Background: an optimization exercise with open tools, aiming at small area and a short achievable clock period. Do not read the settings as production practice. In this exercise RTL edits were held to simulation tests only and were not proved equivalent to the original. Power is estimated from default activity; no workload was simulated.

Setup of job 101:
==> flow/design.v <==
`timescale 1ns / 1ps
module TopModule( input logic clk, input logic reset,
                  input logic prevMem, nextMem, executeSwitch, executeMem,
                  input logic [15:0] switchInstruction, output logic [15:0] memInst,
                  output logic [7:0] dispData, output logic [3:0] dispAddr,
                  output logic [4:0] pc, output logic halted);
    logic [4:0]  pcr;
    logic [3:0]  ac;
    logic [7:0]  rf [15:0];
    logic [7:0]  dm [15:0];
    logic [15:0] mi;
    logic [7:0]  dd;
    logic        hlt, rf_we, dm_we, is_add, is_br, sfb, sfc, t4;
    logic [3:0]  wa;
    logic [7:0]  opb, opc;
    function automatic logic [15:0] romf(input logic [4:0] a);
        case (a)
            5'd0: romf = 16'b001_0_0000_0000_0000;
            5'd1: romf = 16'b001_0_0000_0001_0001;
            5'd2: romf = 16'b001_1_0010_00000000;
            5'd3: romf = 16'b001_1_1111_00000000;
            5'd4: romf = 16'b001_1_0100_00000001;
            5'd5: romf = 16'b101_01001_0010_0001;
            5'd6: romf = 16'b010_0_1111_1111_0000;
            5'd7: romf = 16'b010_0_0010_0010_0100;
            5'd8: romf = 16'b101_00101_0000_0000;
            5'd9: romf = 16'b000_0_1111_1111_1111;
            default: romf = 16'b111_0_0000_0000_0000;
        endcase
    endfunction
    wire [7:0] p = opb ^ opc;
    wire g0 = p[0] ? 1'b0 : opb[0];
    logic [7:0] g1, p1, g2, p2, g3;
    always_comb begin
        for (int i = 0; i < 8; i++) begin
            if (i >= 2)       begin g1[i] = p[i] ? opb[i-1] : opb[i]; p1[i] = p[i] & p[i-1]; end
            else if (i == 1)  begin g1[i] = p[i] ? g0       : opb[i]; p1[i] = 1'b0; end
            else              begin g1[i] = g0;                       p1[i] = 1'b0; end
        end
        for (int i = 0; i < 8; i++) begin
            if (i >= 2) begin g2[i] = p1[i] ? g1[i-2] : g1[i]; p2[i] = p1[i] & p1[i-2]; end
            else        begin g2[i] = g1[i];                   p2[i] = 1'b0; end
        end
        for (int i = 0; i < 8; i++) begin
            if (i >= 4) g3[i] = p2[i] ? g2[i-4] : g2[i];
            else        g3[i] = g2[i];
        end
    end
    wire [7:0] sum = p ^ {g3[6:0], 1'b0};
    wire taken = is_br && (p == 8'b0);
    wire [7:0] rf_wdata = is_add ? sum : opc;
    wire [7:0] dm_wdata = opc;
    logic [15:0] dwa, rf_en, dm_en;
    always_comb
        for (int i = 0; i < 16; i++) begin
            dwa[i]   = (wa == i);
            rf_en[i] = rf_we && dwa[i];
            dm_en[i] = dm_we && dwa[i];
        end
    always_ff @(posedge clk, posedge reset)
        if (reset) begin
            for (int i = 0; i < 16; i++) rf[i] <= 8'b0;
        end else begin
            for (int i = 0; i < 16; i++) if (rf_en[i]) rf[i] <= rf_wdata;
        end
    always_ff @(posedge clk, posedge reset)
        if (reset) begin
            for (int i = 0; i < 16; i++) dm[i] <= 8'b0;
        end else begin
            for (int i = 0; i < 16; i++) if (dm_en[i]) dm[i] <= dm_wdata;
        end
    wire ir_load = !nextMem && !prevMem && !hlt;
    function automatic logic [13:0] decode(input logic [15:0] w);
        logic [2:0] op;
        op = w[15:13];
        decode = {(op == 3'b001) || (op == 3'b010),
                  (op == 3'b000),
                  (op == 3'b010),
                  (op == 3'b101),
                  (op == 3'b111),
                  (op == 3'b010) && (w[11:8] == w[7:4]),
                  (op == 3'b010) && (w[11:8] == w[3:0]),
                  w[12],
                  (op == 3'b000 || op == 3'b001) &&  w[12],
                  (op == 3'b001) && !w[12],
                  ((op == 3'b000 || op == 3'b001) && !w[12]) ? w[7:4] : w[11:8]};
    endfunction
    wire [15:0] sw = switchInstruction;
    wire [13:0] dsw  = decode(sw);
    wire [13:0] dmi  = decode(mi);
    wire [13:0] dnew = executeSwitch ? dsw : executeMem ? dmi : decode(16'hC000);
    wire dsw_imm = dsw[5], dsw_ld = dsw[4];
    wire dmi_imm = dmi[5], dmi_ld = dmi[4];
    logic [15:0] sb, sc;
    always_comb
        for (int i = 0; i < 16; i++) begin
            sb[i] = (sw[7:4] == i);
            sc[i] = (sw[3:0] == i);
        end
    logic [7:0] rb_sw, rc_sw, mc_sw;
    always_comb begin
        rb_sw = 8'b0; rc_sw = 8'b0; mc_sw = 8'b0;
        for (int i = 0; i < 16; i++) begin
            rb_sw = rb_sw | (rf[i] & {8{sb[i]}});
            rc_sw = rc_sw | (rf[i] & {8{sc[i]}});
            mc_sw = mc_sw | (dm[i] & {8{sc[i]}});
        end
    end
    logic [7:0] rb_mi, rc_mi;
    always_comb begin
        case (mi[7:4])
            4'd1:    rb_mi = rf[1];
            4'd2:    rb_mi = rf[2];
            4'd15:   rb_mi = rf[15];
            default: rb_mi = rf[0];
        endcase
        if (dmi_ld)
            rc_mi = (mi[3:0] == 4'd1) ? dm[1] : dm[0];
        else
            case (mi[3:0])
                4'd1:    rc_mi = rf[1];
                4'd4:    rc_mi = rf[4];
                4'd15:   rc_mi = rf[15];
                default: rc_mi = rf[0];
            endcase
    end
    wire sel_sw  = ir_load &&  executeSwitch;
    wire sel_mi  = ir_load && !executeSwitch &&  executeMem;
    wire sel_nop = ir_load && !executeSwitch && !executeMem;
    wire [7:0] b_base = sel_sw ? rb_sw : sel_mi ? rb_mi : sel_nop ? rf[0] : opb;
    wire       b_fr   = sel_sw  ? rf_we && (wa == sw[7:4]) :
                        sel_mi  ? rf_we && (wa == mi[7:4]) :
                        sel_nop ? rf_we && (wa == 4'd0) : sfb;
    wire [7:0] c_base = sel_sw ? (dsw_imm ? sw[7:0] : dsw_ld ? mc_sw : rc_sw) :
                        sel_mi ? (dmi_imm ? mi[7:0] : rc_mi) :
                        sel_nop ? rf[0] : opc;
    wire       c_fr   = sel_sw  ? !dsw_imm && !dsw_ld && rf_we && (wa == sw[3:0]) :
                        sel_mi  ? !dmi_imm && !dmi_ld && rf_we && (wa == mi[3:0]) :
                        sel_nop ? rf_we && (wa == 4'd0) : sfc;
    wire       c_fd   = sel_sw  ? dsw_ld && dm_we && (wa == sw[3:0]) :
                        sel_mi  ? dmi_ld && dm_we && (wa == mi[3:0]) : 1'b0;
    wire [7:0] opb_next = b_fr ? rf_wdata : b_base;
    wire [7:0] opc_next = c_fr ? rf_wdata : c_fd ? dm_wdata : c_base;
    always_ff @(posedge clk, posedge reset)
        if (reset) begin
            {rf_we, dm_we, is_add, is_br, hlt, sfb, sfc, t4} <= 8'b0;
            wa  <= 4'b0;
        end else if (ir_load) begin
            {rf_we, dm_we, is_add, is_br, hlt, sfb, sfc, t4} <= dnew[13:6];
            wa     <= dnew[3:0];
        end
    always_ff @(posedge clk, posedge reset)
        if (reset) begin
            opb <= 8'b0;
            opc <= 8'b0;
        end else begin
            opb <= opb_next;
            opc <= opc_next;
        end
    logic [15:0] dac, dpm;
    always_comb
        for (int i = 0; i < 16; i++) dac[i] = (ac == i);
    always_comb
        for (int i = 0; i < 16; i++)
            dpm[i] = nextMem ? dac[(i + 15) % 16] : dac[(i + 1) % 16];
    logic [7:0] dm_pm;
    always_comb begin
        dm_pm = 8'b0;
        for (int i = 0; i < 16; i++)
            dm_pm = dm_pm | (dm[i] & {8{dpm[i]}});
    end
    wire [3:0] ac_pm = nextMem ? ac + 4'd1 : ac - 4'd1;
    wire fwd_pm = dm_we && (wa == ac_pm);
    wire fwd_st = dm_we && (wa == ac);
    wire [7:0] dd_next = (nextMem || prevMem) ? (fwd_pm ? dm_wdata : dm_pm)
                                             : (fwd_st ? dm_wdata : dd);
    always_ff @(posedge clk, posedge reset)
        if (reset) begin
            ac <= 4'b0;
            dd <= 8'b0;
        end else begin
            if (nextMem || prevMem) ac <= ac_pm;
            dd <= dd_next;
        end
    wire [4:0]  t       = {t4, wa};
    wire [4:0]  pc_inc  = pcr + 5'd1;
    wire        inc     = executeMem && !hlt;
    always_ff @(posedge clk, posedge reset)
        if (reset) begin
            pcr <= 5'b0;
            mi  <= romf(5'd0);
        end else if (taken) begin
            pcr <= t;
            mi  <= romf(t);
        end else if (inc) begin
            pcr <= pc_inc;
            mi  <= romf(pc_inc);
        end
    assign memInst  = mi;
    assign dispData = dd;
    assign dispAddr = ac;
    assign pc       = pcr;
    assign halted   = hlt;
endmodule
Settings: LEC_CHECK=0, ABC_AREA=1, CAP_MARGIN=20, CORE_MARGIN=2, CORE_UTILIZATION=40, SETUP_SLACK_MARGIN=2.65, SLEW_MARGIN=20; clock period 5.0 ns.
run.sh (not shown) runs the stock make flow with config.mk's settings and CLKGATE_MAP_FILE= SYNTH_SCRIPT=/design/flow/synth_recipe.tcl, a recipe that flattens the netlist after the stock synthesis.
Job 101 reached the end of the flow, and the finished layout is clean on the timing, DRC and antenna checks.
[inputs] job 102 vs job 101
- a change of SETUP_SLACK_MARGIN from 2.65 to 2.5
==> run summary <==
In the reports for job 102 and job 101, the larger area growth from synthesis to layout belongs to job 101. Relative to job 101, met2 layer usage reported by global route has gone down in job 102. Re finished layout cell area: job 102 and job 101 aren't equal, and the lower value belongs to job 102. The wire length in job 102 was lower than what job 101 gave. Job 102 reports a higher clock network fraction of total power than job 101 does. Measured against each other, job 102 and job 101 differ in post-route minimum period, the lower figure coming from job 101.

==> afterwards: timing with drivers on the ports <==
The flow's constraints put no driver on any port. The routed layouts listed below were extracted and timed again, unchanged, in two steps.
Step 1 sets driving cells, clkbuf_16 on the clock port and buf_2 on the other inputs (assumed; they add their load-dependent delay and slew).
Step 2 adds t to the input delays and takes it off the output delays; t is the mean of the earliest and latest rising clock arrival at the registers after step 1. Input paths then give back, and output paths get back, about the clock's delay inside the block.
a / b / c = no drivers / after step 1 / after step 2; a / b = the first two.
| run | shift t [ns] | slack for setup (ns) | worst hold slack (ns) | worst data-port slew with drivers (ns) |
|---|---|---|---|---|
| job 101 | 0.625 | 2.546 / 2.539 / 1.953 | 0.483 / 0.483 / 0.483 | 0.04 |
| job 102 | 0.626 | 2.495 / 2.472 / 1.897 | 0.483 / 0.483 / 0.483 | 0.04 |
After both steps every run listed still meets setup and hold. The setup slack of job 102, which loses most, moves by -0.023 ns with the drivers and by -0.598 ns with both steps.
